Background: an optimization exercise with open tools, aiming at small area. Do not read the settings as production practice. The RTL was checked by simulation tests, not by an equivalence proof against the original design. Power figures rest on the tool's default switching activity, not on a simulated workload.

`flow/run.sh`:
```
#!/bin/bash
# synth_recipe.tcl (not shown) runs the flow's synth.tcl, then flattens the netlist and writes it again
# the make line also repeats each setting of config.mk as NAME=value (left out here)
make -C /OpenROAD-flow-scripts/flow DESIGN_CONFIG=/design/flow/config.mk WORK_HOME=/design/flow/orfs CLKGATE_MAP_FILE= SYNTH_SCRIPT=/design/flow/synth_recipe.tcl finish
```
`flow/config.mk`:
```
export PLATFORM = sky130hd
export DESIGN_NAME = execute
export DESIGN_NICKNAME = execute
export VERILOG_FILES = /design/flow/design.v
export SDC_FILE = /design/flow/constraint.sdc
export NUM_CORES = 4
export LEC_CHECK = 0
export CAP_MARGIN = 20
export CORE_MARGIN = 2
export CORE_UTILIZATION = 40
export SLEW_MARGIN = 20
```
`flow/constraint.sdc`:
```
create_clock -name core_clock -period 12.0 [get_ports {clk}]
set_input_delay 2.4000 -clock core_clock [delete_from_list [all_inputs] [get_ports {clk}]]
set_output_delay 2.4000 -clock core_clock [all_outputs]
set_load 0.01 [all_outputs]
```
`flow/design.v`:
```
localparam  [31: 0] NOP        = 32'h0000_0013;      
localparam  [ 6: 0] LUI     = 7'b0110111,         
                    JAL     = 7'b1101111,         
                    JALR    = 7'b1100111,         
                    BRANCH  = 7'b1100011,         
                    LOAD    = 7'b0000011,         
                    STORE   = 7'b0100011,         
                    ARITHI  = 7'b0010011,         
                    ARITHR  = 7'b0110011;         
localparam  [ 2: 0] BEQ     = 3'b000,
                    BNE     = 3'b001,
                    BLT     = 3'b100,
                    BGE     = 3'b101,
                    BLTU    = 3'b110,
                    BGEU    = 3'b111;
localparam  [ 2: 0] LB      = 3'b000,
                    LH      = 3'b001,
                    LW      = 3'b010,
                    LBU     = 3'b100,
                    LHU     = 3'b101;
localparam  [ 2: 0] SB      = 3'b000,
                    SH      = 3'b001,
                    SW      = 3'b010;
localparam  [ 2: 0] ADD     = 3'b000,     
                    SLL     = 3'b001,
                    SLT     = 3'b010,
                    SLTU    = 3'b011,
                    XOR     = 3'b100,
                    SR      = 3'b101,     
                    OR      = 3'b110,
                    AND     = 3'b111;
`timescale 1ns/1ps
module execute
#(
	parameter [31:0] RESET = 32'h0000_0000
)
(
	input clk,
	input reset,
	input  [31:0] reg_rdata1,
	input  [31:0] reg_rdata2,
	input  [31:0] execute_imm,
	input  [31:0] pc,
	input  [31:0] fetch_pc,
	input     	immediate_sel,
	input     	mem_write,
	input     	jal,
	input     	jalr,
	input     	lui,
	input     	alu,
	input     	branch,
	input     	arithsubtype,
	input     	mem_to_reg,
	input     	stall_read,
	input  [4:0]  dest_reg_sel,
	input  [2:0]  alu_op,
	input  [1:0]  dmem_raddr,
	input     	wb_branch_i,
	input     	wb_branch_nxt_i,
	output [31:0] alu_operand1,
	output [31:0] alu_operand2,
	output [31:0] write_address,
	output    	branch_stall,
	output reg [31:0] next_pc,
	output reg    	branch_taken,
	output [31:0] wb_result,
	output    	wb_mem_write,
	output    	wb_alu_to_reg,
	output [4:0]  wb_dest_reg_sel,
	output    	wb_branch,
	output    	wb_branch_nxt,
	output    	wb_mem_to_reg,
	output [1:0]  wb_read_address,
	output [2:0]  mem_alu_operation
);
localparam  [31: 0] NOP        = 32'h0000_0013;      
localparam  [ 6: 0] LUI     = 7'b0110111,         
                    JAL     = 7'b1101111,         
                    JALR    = 7'b1100111,         
                    BRANCH  = 7'b1100011,         
                    LOAD    = 7'b0000011,         
                    STORE   = 7'b0100011,         
                    ARITHI  = 7'b0010011,         
                    ARITHR  = 7'b0110011;         
localparam  [ 2: 0] BEQ     = 3'b000,
                    BNE     = 3'b001,
                    BLT     = 3'b100,
                    BGE     = 3'b101,
                    BLTU    = 3'b110,
                    BGEU    = 3'b111;
localparam  [ 2: 0] LB      = 3'b000,
                    LH      = 3'b001,
                    LW      = 3'b010,
                    LBU     = 3'b100,
                    LHU     = 3'b101;
localparam  [ 2: 0] SB      = 3'b000,
                    SH      = 3'b001,
                    SW      = 3'b010;
localparam  [ 2: 0] ADD     = 3'b000,     
                    SLL     = 3'b001,
                    SLT     = 3'b010,
                    SLTU    = 3'b011,
                    XOR     = 3'b100,
                    SR      = 3'b101,     
                    OR      = 3'b110,
                    AND     = 3'b111;
reg  [31:0] ex_result;
wire [32:0] ex_result_subs;
wire [32:0] ex_result_subu;
wire [31:0] ex_result_sra = $signed(alu_operand1) >>> alu_operand2[4:0];
assign alu_operand1 = reg_rdata1;
assign alu_operand2 = immediate_sel ? execute_imm : reg_rdata2;  
assign ex_result_subs =
	{alu_operand1[31], alu_operand1} -
	{alu_operand2[31], alu_operand2};
assign ex_result_subu = $unsigned(alu_operand1) - $unsigned(alu_operand2);
assign write_address = alu_operand1 + execute_imm;
assign branch_stall  = wb_branch_nxt_i || wb_branch_i;
always @(*) begin
	next_pc  	= fetch_pc + 4;
	branch_taken = !branch_stall;
	case (1'b1)
    	jal  : next_pc = pc + execute_imm;
    	jalr : next_pc = alu_operand1 + execute_imm;
    	branch: begin
        	case (alu_op)
            	BEQ:  begin
                	next_pc = (ex_result_subs == 0)
                          	? pc + execute_imm
                          	: fetch_pc + 4;
                	if (ex_result_subs != 0)
                    	branch_taken = 1'b0;
            	end
            	BNE:  begin
					next_pc = (ex_result_subs != 0)
                          	? pc + execute_imm
                          	: fetch_pc + 4;
					if (ex_result_subs == 0)
                    	branch_taken = 1'b0;
            	end
            	BLT:  begin
                	next_pc = ex_result_subs[32]
                          	? pc + execute_imm
                          	: fetch_pc + 4;
                	if (!ex_result_subs[32])
                    	branch_taken = 1'b0;
            	end
            	BGE:  begin
                	next_pc = !ex_result_subs[32]
                          	? pc + execute_imm
                          	: fetch_pc + 4;
                	if (ex_result_subs[32])
                    	branch_taken = 1'b0;
            	end
            	BLTU: begin
                	next_pc = ex_result_subu[32]
                          	? pc + execute_imm
                          	: fetch_pc + 4;
                	if (!ex_result_subu[32])
                    	branch_taken = 1'b0;
            	end
            	BGEU: begin
                	next_pc = !ex_result_subu[32]
                          	? pc + execute_imm
                          	: fetch_pc + 4;
                	if (ex_result_subu[32])
                    	branch_taken = 1'b0;
            	end
            	default: next_pc = fetch_pc;  
        	endcase
    	end
    	default: begin     	 
        	next_pc  	= fetch_pc + 4;
        	branch_taken = 1'b0;
    	end
	endcase
end
always @(*) begin
	case (1'b1)
    	mem_write: ex_result = alu_operand2;
    	jal,
    	jalr:  	ex_result = pc + 4;
    	lui:   	ex_result = execute_imm;
    	alu: begin
        	case (alu_op)
            	ADD : ex_result =
                  	arithsubtype
                  	? alu_operand1 - alu_operand2
                  	: alu_operand1 + alu_operand2;
            	SLL : ex_result = alu_operand1 << alu_operand2[4:0];  
            	SLT : ex_result = ex_result_subs[32];
				SLTU: ex_result = ($unsigned(alu_operand1) < $unsigned(alu_operand2)) ? 1 : 0;  
            	XOR : ex_result = alu_operand1 ^ alu_operand2;
            	SR  : ex_result =
                  	arithsubtype
                  	? ex_result_sra
                  	: alu_operand1 >> alu_operand2[4:0];
            	OR  : ex_result = alu_operand1 | alu_operand2;
            	AND : ex_result = alu_operand1 & alu_operand2;
            	default: ex_result = 'hx;
        	endcase
    	end
    	default: ex_result = 'hx;
	endcase
end
ex_mem_wb_reg u_ex_mem_wb (
	.clk        	(clk),
	.reset_n    	(reset),
	.stall_n    	(stall_read),
	.ex_result  	(ex_result),
	.mem_write  	(mem_write && !branch_stall),
	.alu_to_reg 	(alu | lui | jal |
                  	jalr | mem_to_reg),
	.dest_reg_sel   (dest_reg_sel),
	.branch_taken   (branch_taken),
	.mem_to_reg 	(mem_to_reg),
	.read_address   (dmem_raddr),
	.alu_operation  (alu_op),
	.ex_mem_result    	(wb_result),
	.ex_mem_mem_write 	(wb_mem_write),
	.ex_mem_alu_to_reg	(wb_alu_to_reg),
	.ex_mem_dest_reg_sel  (wb_dest_reg_sel),
	.ex_mem_branch    	(wb_branch),
	.ex_mem_branch_nxt	(wb_branch_nxt),
	.ex_mem_mem_to_reg	(wb_mem_to_reg),
	.ex_mem_read_address  (wb_read_address),
	.ex_mem_alu_operation (mem_alu_operation)
);
endmodule
module ex_mem_wb_reg (
	input     	clk,
	input     	reset_n,
	input     	stall_n,
	input  [31:0] ex_result,
	input     	mem_write,
	input     	alu_to_reg,
	input  [4:0]  dest_reg_sel,
	input     	branch_taken,
	input     	mem_to_reg,
	input  [1:0]  read_address,
	input  [2:0]  alu_operation,
	output reg [31:0] ex_mem_result,
	output reg    	ex_mem_mem_write,
	output reg    	ex_mem_alu_to_reg,
	output reg [4:0]  ex_mem_dest_reg_sel,
	output reg    	ex_mem_branch,
	output reg    	ex_mem_branch_nxt,
	output reg    	ex_mem_mem_to_reg,
	output reg [1:0]  ex_mem_read_address,
	output reg [2:0]  ex_mem_alu_operation
);
always @(posedge clk or negedge reset_n) begin
	if (!reset_n) begin
    	ex_mem_result     	<= 32'h0;
    	ex_mem_mem_write  	<= 1'b0;
    	ex_mem_alu_to_reg 	<= 1'b0;
    	ex_mem_dest_reg_sel   <= 5'h0;
    	ex_mem_branch     	<= 1'b0;
    	ex_mem_branch_nxt 	<= 1'b0;
    	ex_mem_mem_to_reg 	<= 1'b0;
    	ex_mem_read_address   <= 2'h0;
    	ex_mem_alu_operation  <= 3'h0;
	end
	else if (!stall_n) begin
    	ex_mem_result     	<= ex_result;
    	ex_mem_mem_write  	<= mem_write;
    	ex_mem_alu_to_reg 	<= alu_to_reg;
    	ex_mem_dest_reg_sel   <= dest_reg_sel;
    	ex_mem_branch     	<= branch_taken;
    	ex_mem_branch_nxt 	<= ex_mem_branch;   
    	ex_mem_mem_to_reg 	<= mem_to_reg;
    	ex_mem_read_address   <= read_address;
    	ex_mem_alu_operation  <= alu_operation;
	end
end
endmodule
```
==> results.txt <==
==> worst max path at each step <==
stage | cells past startpoint | slack (ps) | to
after floorplan | 22 | 1880 | next_pc[7]
after global placement | 20 | 1150 | next_pc[5]
after detailed placement | 19 | 1050 | next_pc[23]
after CTS | 19 | 1000 | next_pc[23]
after global routing | 19 | 450 | next_pc[23]
final | 19 | 640 | next_pc[23]
==> per-layer routing <==
metal / vias to the layer above / track usage / share of wire
met5: - / 0 / 0.00084
met4: 12 / 0.2815 / 0.078
met3: 422 / 0.1335 / 0.12
met2: 1755 / 0.7026 / 0.43
met1: 11330 / 0.5452 / 0.37
li1: 10340 / - / -
==> synth_stat cells, drive strengths merged, types with 20 or more instances <==
cell type / number
nand2: 230
ha: 161
and3: 35
nor2b: 33
mux4: 25
o21a: 21
inv: 128
o21ai: 225
o31ai: 29
dfrtp: 47
nor2: 276
nor4: 23
a21oi: 294
buf: 73
xor2: 43
o22ai: 20
a21o: 57
a221oi: 21
nor3: 44
a31oi: 33
mux2: 24
nand3: 69
clkbuf: 123
mux2i: 90
xnor2: 93
o211ai: 71
a211oi: 37
or3: 24
a22oi: 20
==> layout by cell type, fill, tap and decap left out, drive strengths merged, types with 33 or more instances in the layout <==
cell / instances
xor2: 43
nor2b: 33
nand3: 69
a21oi: 294
and3: 35
o211ai: 71
o21ai: 225
mux2i: 90
buf: 110
ha: 161
a211oi: 37
nand2: 230
dfrtp: 47
inv: 129
nor3: 44
a21o: 57
nor2: 276
a31oi: 33
xnor2: 93
clkdlybuf4s50: 352
==> through the flow <==
step / instance area (um^2) / utilization / cells / setup WS (ps)
finish: 22450 / 0.5065 / 3511 / 641.3
global route: 22430 / 0.5062 / 3506 / 454.7
CTS: 22430 / 0.5062 / 3506 / 998.3
detailed placement: 22260 / 0.5023 / 3498 / 1053
global placement: 22260 / 0.5023 / 3498 / 1149
floorplan: 17980 / - / 2640 / 1879
==> layout make-up <==
cell class              count  area (um^2)
fillers                  4481        21870
clock buffers               5        125.1
inverters                 133        499.2
clock inverters             3        46.29
well taps                 592        740.7
repair buffers            462         4354
diodes                      5        12.51
multi-input cells        2264        15490
flip-flops and latches     47         1176
==> where the power goes <==
group	switching [W]	internal, W	leakage, nW
sequential	0.0000137	0.000176	0.564
clock	0.0000814	0.0000997	0.0805
combinational	0.000910	0.000562	8.53
==> logic make-up (layout without fill, tap and decap cells) <==
family,Yosys count,in the layout,synth area share
muxes,139,139,0.09644
buffers and inverters,329,603,0.07695
and+or+nand+nor,826,826,0.2154
xor gates and xnor gates,136,136,0.06666
DFF,47,47,0.06541
adders and majority gates,165,165,0.1165
other,0,5,0
AOI/OAI and AO/OA,998,998,0.3627
==> qor.csv <==
metric,value,unit
# IOs,361,
Tcrit/Tclk final,0.9466,
die width,216.0,um
post-synthesis cell count,2640,
register bit count reported by yosys,47,
R2R cell count,1,
post-CTS sizing,0,
Largest register FFs,32,
worst path buffer plus inverter count,4,
power per cell area,82.11,nW/um^2
CP peak stage delay,740,ps
Final min period,11360,ps
final wirelength,109.5,mm
Fin. Hold Viols,0,
largest net degree at the start of global routing,68,
Site Rows,77,
Hold WS,500.7,ps
Clock transition at path regs,80,ps
Max Clk Rate,0.08804,GHz
clk sink count,47,
post-synth top area cell,ha_1,
vias,23860,
top flop regs,"u_ex_mem_wb.ex_mem_result (32), u_ex_mem_wb.ex_mem_dest_reg_sel (5), u_ex_mem_wb.ex_mem_alu_operation (3)",
startpoint types,input port,
Least-Margin Pin Slew,1146,ps
CTS Root Buffer Type,clkbuf_16,
Final Max Slew Viols,0,
hold path depth,2,
critical-path cell list,clkdlybuf4s50_1 > mux2i_1 > ha_1 > nor2b_1 > nor2_1 > o31ai_1 > a2111oi_0 > nor4b_1 > buf_4 > o2111ai_1 > nor4_1 > and4b_1 > mux2i_1 > nand2_1 > a21oi_1 > buf_4 > a21oi_1 > o21ai_0 > clkdlybuf4s50_1,
worst skew pair latency,310,ps
nets,3262,
DR iter-0 viols,3149,
Final GP Congestion,1.057,
"Setup Fix Bufs, Post-CTS",0,
asr flop ratio synth,1.000,
Wirelength per Cell,31.18,um
via/cell ratio,6.795,
share of the synthesized area in the top cell type,0.1120,
CTS tree,built,
CP max stage cell,mux2i_1,
Synth Cell Area,17980,um^2
first-pass GRT wire length,157.1,mm
Longest Clk Path Bufs,2,
syn avg cell area,6.811,um^2
"EDFF count, synth",0,
Worst VDD drop,0.06140,mV
status,finished clean,
Critical Path AT,8960,ps
crit path launch,execute_imm[10],
PortBufs,360,
Congestion Overflow GR,0,
Worst slew margin,0.2282,
initial core utilization,0.4058,
hold buffer count at CTS,0,
first-pass detailed-route iteration total,6,
max cap viols,0,
core area,44320,um^2
post-route ant nets,0,
"Largest delay share family, worst path",simple AND/OR/NAND/NOR gates,
share of cells above drive strength 1,0.07893,
CP Max Fanout,14,
initial antenna violation count,10,
Hold Crit Start,u_ex_mem_wb.ex_mem_result[9],
setup TNS,0,ps
reg2reg start,u_ex_mem_wb.ex_mem_result[11],
total power draw,0.001843,W
critical path required time,9600,ps
final worst clock skew,0.2639,ps
CTS Buf Count,5,
number of global-route vias before repair,23080,
post-detail-place hpwl,87.25,mm
RSZ-0062 raised after global routing,false,
H-tree levels,2,
DRC errors left,0,
Synth Net Count,2989,
critical path endpoint category,output pin,
Layout area overhead,24.83,%
Synth area leaders,"ha_1, a21oi_1, dfrtp_1, o21ai_0, nor2_1",
Biggest register,u_ex_mem_wb.ex_mem_result,
Worst Hold Class,reg -> reg,
"Seq/Total Area, Yosys",0.06540,
Total Routing Usage GR,0.4513,
final setup vio count,0,
synth unique cells,103,
Crit Reg-Reg Endpoint,u_ex_mem_wb.ex_mem_result[11],
R2R Setup Slk,11110,ps
Most used DFF post-synth,dfrtp_1,
Yosys warnings,2,
CP Class,in -> out,
height of the die,216.0,um
die area,46670,um^2
P_leak,9.171,nW
Hold EP,u_ex_mem_wb.ex_mem_result[9],

port drivers added, routing unchanged:
In the flow no input, the clock included, has a driving cell. The finished layout below was timed again as built, in two steps. Step 1 sets driving cells, clkbuf_16 on the clock port and buf_2 on the other inputs (assumed; they add their load-dependent delay and slew). Step 2 times the ports against the registers' clock, not the clock port: input delays grow and output delays shrink by t, the midpoint of the rising clock arrivals with the driver on. Slacks: ideal / step 1 / step 2; pairs: ideal / step 1.
t, ns: 0.358
slack for setup (ns): 0.641 / 0.612 / 0.612
latest minus earliest clock arrival (ns): 0.012 / 0.011
After both steps this run still meets setup and hold. The setup slack of this run moves by -0.029 ns with the drivers and by -0.029 ns with both steps.
